This is an optimization exercise on Yosys and OpenROAD, whose aim is small area, not a production implementation.
Where RTL was checked, it was by simulation tests only, not by an equivalence proof against the original.
Power and IR drop assume default switching activity.

// domaze_logic
module domaze_logic(iResetn, iClock, switch_up_down, skip_to_hardest,
                    mv_left, mv_vert, mv_right,
                    oX, oY, oColour, oPlot,
                    hundreds, tens, ones, percent,
                    address_title_1, q_title_1,
                    address_title_2, q_title_2,
                    address_frame_1, q_frame_1,
                    address_frame_2, q_frame_2,
                    address_frame_3, q_frame_3,
                    address_frame_4, q_frame_4,
                    address_frame_5, q_frame_5,
                    address_frame_6, q_frame_6,
                    address_frame_7, q_frame_7,
                    address_frame_8, q_frame_8,
                    address_frame_9, q_frame_9,
                    address_frame_10, q_frame_10,
                    address_frame_11, q_frame_11,
                    address_frame_12, q_frame_12,
                    address_frame_13, q_frame_13,
                    address_frame_14, q_frame_14,
                    address_frame_15, q_frame_15,
                    address_frame_16, q_frame_16,
                    address_over, q_over,
                    address_end, q_end,
                    key_data, key_en);
export LEC_CHECK = 0
export CAP_MARGIN = 20
export CORE_MARGIN = 2
export CORE_UTILIZATION = 40
export SLEW_MARGIN = 20
create_clock -name core_clock -period 20.0 [get_ports {iClock}]
standard.sh (not shown) runs the stock make flow with config.mk's settings and CLKGATE_MAP_FILE= SYNTH_SCRIPT=/design/flow/synth_recipe.tcl, a recipe that flattens the netlist after the stock synthesis.
==> flow/flow/run.sh <==
#!/bin/bash
# Layout flow: the standard ORFS flow, with the port buffers made of the
# smallest buffer cell and a clock tree built from small clock buffers.
set -euo pipefail
export BUFFER_PORTS_ARGS="-buffer_cell sky130_fd_sc_hd__buf_1"
export CTS_ARGS="-sink_clustering_enable -repair_clock_nets -dont_use_dummy_load -buf_list sky130_fd_sc_hd__clkbuf_4 -root_buf sky130_fd_sc_hd__clkbuf_8 -sink_clustering_size 10 -sink_clustering_max_diameter 40"
bash standard.sh finish > standard_flow.log 2>&1
The baseline ran to the end with no violations.
Rerun with:
--- a/flow/flow/run.sh
+++ b/flow/flow/run.sh
@@ -6 +6 @@
-export CTS_ARGS="-sink_clustering_enable -repair_clock_nets -dont_use_dummy_load -buf_list sky130_fd_sc_hd__clkbuf_4 -root_buf sky130_fd_sc_hd__clkbuf_8 -sink_clustering_size 10 -sink_clustering_max_diameter 40"
+export CTS_ARGS="-sink_clustering_enable -repair_clock_nets -dont_use_dummy_load -buf_list sky130_fd_sc_hd__clkbuf_8 -root_buf sky130_fd_sc_hd__clkbuf_8 -sink_clustering_size 16 -sink_clustering_max_diameter 50"
Effect: Design area barely changes. Critical path depth is unchanged. Synthesized area does not change.
No run of this note included a check of the RTL's function; only the layout flow was run.

* * *

domaze_logic, a different RTL version from the one above (not shown whole).
Size in the first run: roughly 2200 cells after synthesis, about 420 I/O pins, about 17000 um^2 of cells after synthesis.
Settings: LEC_CHECK=0, CAP_MARGIN=20, CORE_MARGIN=2, CORE_UTILIZATION=55, SLEW_MARGIN=20; clock period 20.0 ns.
==> flow/flow/run.sh <==
#!/bin/bash
# Layout flow: the standard synthesis, then ABC re-maps the combinational
# logic for area (flip-flops untouched), then the standard ORFS flow from
# the floorplan on, with port buffers of the smallest buffer cell and a clock
# tree of small clock buffers. Each tool's output goes to a log file here.
set -euo pipefail
W=$(pwd)
R=$W/orfs/results/$FLOW_PLATFORM/domaze_logic/base
export BUFFER_PORTS_ARGS="-buffer_cell sky130_fd_sc_hd__buf_1"
export CTS_ARGS="-sink_clustering_enable -repair_clock_nets -dont_use_dummy_load -buf_list sky130_fd_sc_hd__clkbuf_4 -root_buf sky130_fd_sc_hd__clkbuf_8 -sink_clustering_size 10 -sink_clustering_max_diameter 40"

bash standard.sh synth > log_1_standard_synth.log 2>&1
cp $R/1_2_yosys.v $W/standard_synth.v

export RESYN_LIB=$FLOW_HOME/platforms/$FLOW_PLATFORM/lib/sky130_fd_sc_hd__tt_025C_1v80.lib
export RESYN_IN=$W/standard_synth.v
export RESYN_OUT=$W/resyn.v
export RESYN_SCRIPT=$W/flow/resyn.abc
export RESYN_KEEP="$(grep -o 'sky130_fd_sc_hd__[a-z0-9_]*' standard_synth.v | sort -u | grep -E '__(df|edf|sdf|sedf|dl)' | tr '\n' ' ')"
export RESYN_DONT_USE="$(grep -o 'cell *( *"\?sky130_fd_sc_hd__[a-z0-9_]*' $RESYN_LIB | grep -oE 'sky130_fd_sc_hd__(lpflow|probe)[a-z0-9_]*' | sort -u | tr '\n' ' ')"
yosys -c flow/resyn.tcl > log_2_resyn.log 2>&1

cp $W/resyn.v $R/1_2_yosys.v
rm -f $R/1_synth.odb $R/1_synth.sdc
bash standard.sh finish > log_3_standard_finish.log 2>&1
==> flow/flow/resyn.abc <==
strash
&get -n
&deepsyn -T 900
&put
dch -f
amap
topo
==> flow/flow/resyn.tcl <==
# Re-maps the combinational logic of the standard synthesis netlist for area.
# The flip-flops stay as they are (same instances, names and cell types).
yosys -import
set lib $::env(RESYN_LIB)
read_liberty -ignore_miss_func $lib
read_verilog $::env(RESYN_IN)
hierarchy -top $::env(FLOW_TOP)
foreach c $::env(RESYN_KEEP) { setattr -mod -set keep_hierarchy 1 $c }
flatten
yosys cd $::env(FLOW_TOP)
opt_clean
set dont [list]
foreach c $::env(RESYN_DONT_USE) { lappend dont -dont_use $c }
abc -liberty $lib {*}$dont -script $::env(RESYN_SCRIPT)
opt_clean -purge
hilomap -singleton -hicell sky130_fd_sc_hd__conb_1 HI -locell sky130_fd_sc_hd__conb_1 LO
splitnets
opt_clean -purge
insbuf -buf sky130_fd_sc_hd__buf_1 A X
check
stat -liberty $lib
yosys cd
select $::env(FLOW_TOP)
write_verilog -noattr -noexpr -nohex -nodec -selected $::env(RESYN_OUT)
The starting point completed with no timing, DRC or antenna violations.
Then changed:
Settings changed: GPL_TIMING_DRIVEN from default to 0.
Outcome: The changed run passed the timing, DRC and antenna checks. Die area stays the same. Maximum frequency shrinks by 7.5%. Worst hold slack improves by 0.015 ns. Utilization grows by 0.96 points. Setup slack is worse by 0.79 ns. Sequential cell count stays the same. Power rose by 0.69%. Final area grows by 1.5%.
No functional check of the RTL was part of any run of this note.

* * *

Another version of the RTL of domaze_logic (not shown whole).
For scale: ~2100 cells after synthesis, about 420 I/O pins, about 16000 sq um of cells after synthesis.
## domaze_logic
module domaze_logic(iResetn, iClock, switch_up_down, skip_to_hardest,
                    mv_left, mv_vert, mv_right,
                    oX, oY, oColour, oPlot,
                    hundreds, tens, ones, percent,
                    address_title_1, q_title_1,
                    address_title_2, q_title_2,
                    address_frame_1, q_frame_1,
                    address_frame_2, q_frame_2,
                    address_frame_3, q_frame_3,
                    address_frame_4, q_frame_4,
                    address_frame_5, q_frame_5,
                    address_frame_6, q_frame_6,
                    address_frame_7, q_frame_7,
                    address_frame_8, q_frame_8,
                    address_frame_9, q_frame_9,
                    address_frame_10, q_frame_10,
                    address_frame_11, q_frame_11,
                    address_frame_12, q_frame_12,
                    address_frame_13, q_frame_13,
                    address_frame_14, q_frame_14,
                    address_frame_15, q_frame_15,
                    address_frame_16, q_frame_16,
                    address_over, q_over,
                    address_end, q_end,
                    key_data, key_en);
   input wire iResetn;
   input wire iClock;
   input wire switch_up_down, mv_left, mv_vert, mv_right;
   input wire [1:0] skip_to_hardest;
   input wire [7:0] key_data;
   input wire key_en;
   input wire [2:0] q_title_1, q_title_2;
   input wire [2:0] q_frame_1, q_frame_2, q_frame_3, q_frame_4, q_frame_5, q_frame_6,
                    q_frame_7, q_frame_8, q_frame_9, q_frame_10, q_frame_11, q_frame_12,
                    q_frame_13, q_frame_14, q_frame_15, q_frame_16;
   input wire [2:0] q_over, q_end;
   output reg [8:0] oX;
   output reg [7:0] oY;
   output reg [2:0] oColour;
   output wire oPlot;
   output reg [3:0] tens, ones;
   output wire [3:0] hundreds;
   output reg [9:0] percent;
  ...
==> flow/config.mk <==
export PLATFORM = sky130hd
export DESIGN_NAME = domaze_logic
export DESIGN_NICKNAME = domaze_logic
export VERILOG_FILES = /design/flow/design.v
export SDC_FILE = /design/flow/constraint.sdc
export NUM_CORES = 4
export LEC_CHECK = 0
export CAP_MARGIN = 20
export CORE_MARGIN = 2
export CORE_UTILIZATION = 55
export SLEW_MARGIN = 20
==> flow/constraint.sdc <==
create_clock -name core_clock -period 20.0 [get_ports {iClock}]
set_input_delay 4.0000 -clock core_clock [delete_from_list [all_inputs] [get_ports {iClock}]]
set_output_delay 4.0000 -clock core_clock [all_outputs]
set_load 0.01 [all_outputs]
==> flow/flow/run.sh <==
#!/bin/bash
# Layout flow: the standard synthesis, then ABC re-maps the combinational
# logic for area (flip-flops untouched), then the standard ORFS flow from
# the floorplan on, with port buffers of the smallest buffer cell and a clock
# tree of small clock buffers. Each tool's output goes to a log file here.
set -euo pipefail
W=$(pwd)
R=$W/orfs/results/$FLOW_PLATFORM/domaze_logic/base
export BUFFER_PORTS_ARGS="-buffer_cell sky130_fd_sc_hd__buf_1"
export CTS_ARGS="-sink_clustering_enable -repair_clock_nets -dont_use_dummy_load -buf_list sky130_fd_sc_hd__clkbuf_8 -root_buf sky130_fd_sc_hd__clkbuf_8 -sink_clustering_size 14 -sink_clustering_max_diameter 45"

bash standard.sh synth > log_1_standard_synth.log 2>&1
cp $R/1_2_yosys.v $W/standard_synth.v

export RESYN_LIB=$FLOW_HOME/platforms/$FLOW_PLATFORM/lib/sky130_fd_sc_hd__tt_025C_1v80.lib
export RESYN_IN=$W/standard_synth.v
export RESYN_OUT=$W/resyn.v
export RESYN_SCRIPT=$W/flow/resyn.abc
export RESYN_KEEP="$(grep -o 'sky130_fd_sc_hd__[a-z0-9_]*' standard_synth.v | sort -u | grep -E '__(df|edf|sdf|sedf|dl)' | tr '\n' ' ')"
export RESYN_DONT_USE="$(grep -o 'cell *( *"\?sky130_fd_sc_hd__[a-z0-9_]*' $RESYN_LIB | grep -oE 'sky130_fd_sc_hd__(lpflow|probe)[a-z0-9_]*' | sort -u | tr '\n' ' ')"
yosys -c flow/resyn.tcl > log_2_resyn.log 2>&1

cp $W/resyn.v $R/1_2_yosys.v
rm -f $R/1_synth.odb $R/1_synth.sdc
bash standard.sh finish > log_3_standard_finish.log 2>&1
==> flow/flow/resyn.abc <==
strash
&get -n
&deepsyn -T 1500
&put
dch -f
amap
topo
Scripts as last shown in full above: flow/flow/resyn.tcl
The baseline passed the timing, DRC and antenna checks.
Next try:
--- a/flow/flow/run.sh
+++ b/flow/flow/run.sh
@@ -8,5 +8,5 @@
 R=$W/orfs/results/$FLOW_PLATFORM/domaze_logic/base
 export BUFFER_PORTS_ARGS="-buffer_cell sky130_fd_sc_hd__buf_1"
-export CTS_ARGS="-sink_clustering_enable -repair_clock_nets -dont_use_dummy_load -buf_list sky130_fd_sc_hd__clkbuf_8 -root_buf sky130_fd_sc_hd__clkbuf_8 -sink_clustering_size 14 -sink_clustering_max_diameter 45"
+export CTS_ARGS="-sink_clustering_enable -repair_clock_nets -dont_use_dummy_load -buf_list sky130_fd_sc_hd__clkbuf_4 -root_buf sky130_fd_sc_hd__clkbuf_8 -sink_clustering_size 8 -sink_clustering_max_diameter 40"
 
 bash standard.sh synth > log_1_standard_synth.log 2>&1
==> flow/flow/resyn.abc (replaced) <==
strash
&get -n
&deepsyn -T 900
&put
dch -f
amap
topo
Sequential power is about the same.
Sequential cell count stays the same.
Power decreases by a few percent.
Wire length increases by a little under a tenth.
Final area hardly moves.
Global-route usage grows by 3.2 points.
Clock power drops by roughly a tenth.
Worst setup slack improved by 0.20 ns.
Utilization is lower by 0.13 points.
Area after synthesis rises slightly.
Critical path depth falls by 8.

==> afterwards: timing with drivers on the ports <==
How much do the figures lean on ideal ports? The routed layouts below were timed once more, with nothing changed but the port constraints. Step 1 (the two cells are an assumption about what drives the block):
set clk [get_ports {iClock}]
set_driving_cell -lib_cell sky130_fd_sc_hd__clkbuf_16 $clk
set_driving_cell -lib_cell sky130_fd_sc_hd__buf_2 [delete_from_list [all_inputs] $clk]
Step 2 moves the port delays by t, midway between the first and last clock arrival at a register: inputs arrive t later, outputs are due t later. That takes back most of the time a late clock gives input paths. Slacks: no drivers / after step 1 / after step 2; pairs: no drivers / after step 1.
run	t (ns)	slack for setup (ns)	clock arrival spread, ns	worst data-port slew with drivers (ns)
the first run of note 1	0.666	12.345 / 12.295 / 12.895	0.111 / 0.111	0.18
the second run of note 1	0.653	12.290 / 12.242 / 12.896	0.114 / 0.115	0.19
the first run of note 2	0.575	10.167 / 10.167 / 10.167	0.092 / 0.093	0.08
the second run of note 2	0.561	9.375 / 9.375 / 9.375	0.118 / 0.118	0.07
the first run of note 3	0.581	10.099 / 10.099 / 10.099	0.038 / 0.037	0.05
the second run of note 3	0.587	10.298 / 10.298 / 10.298	0.108 / 0.108	0.06
After both steps setup and hold are still met in every run listed.
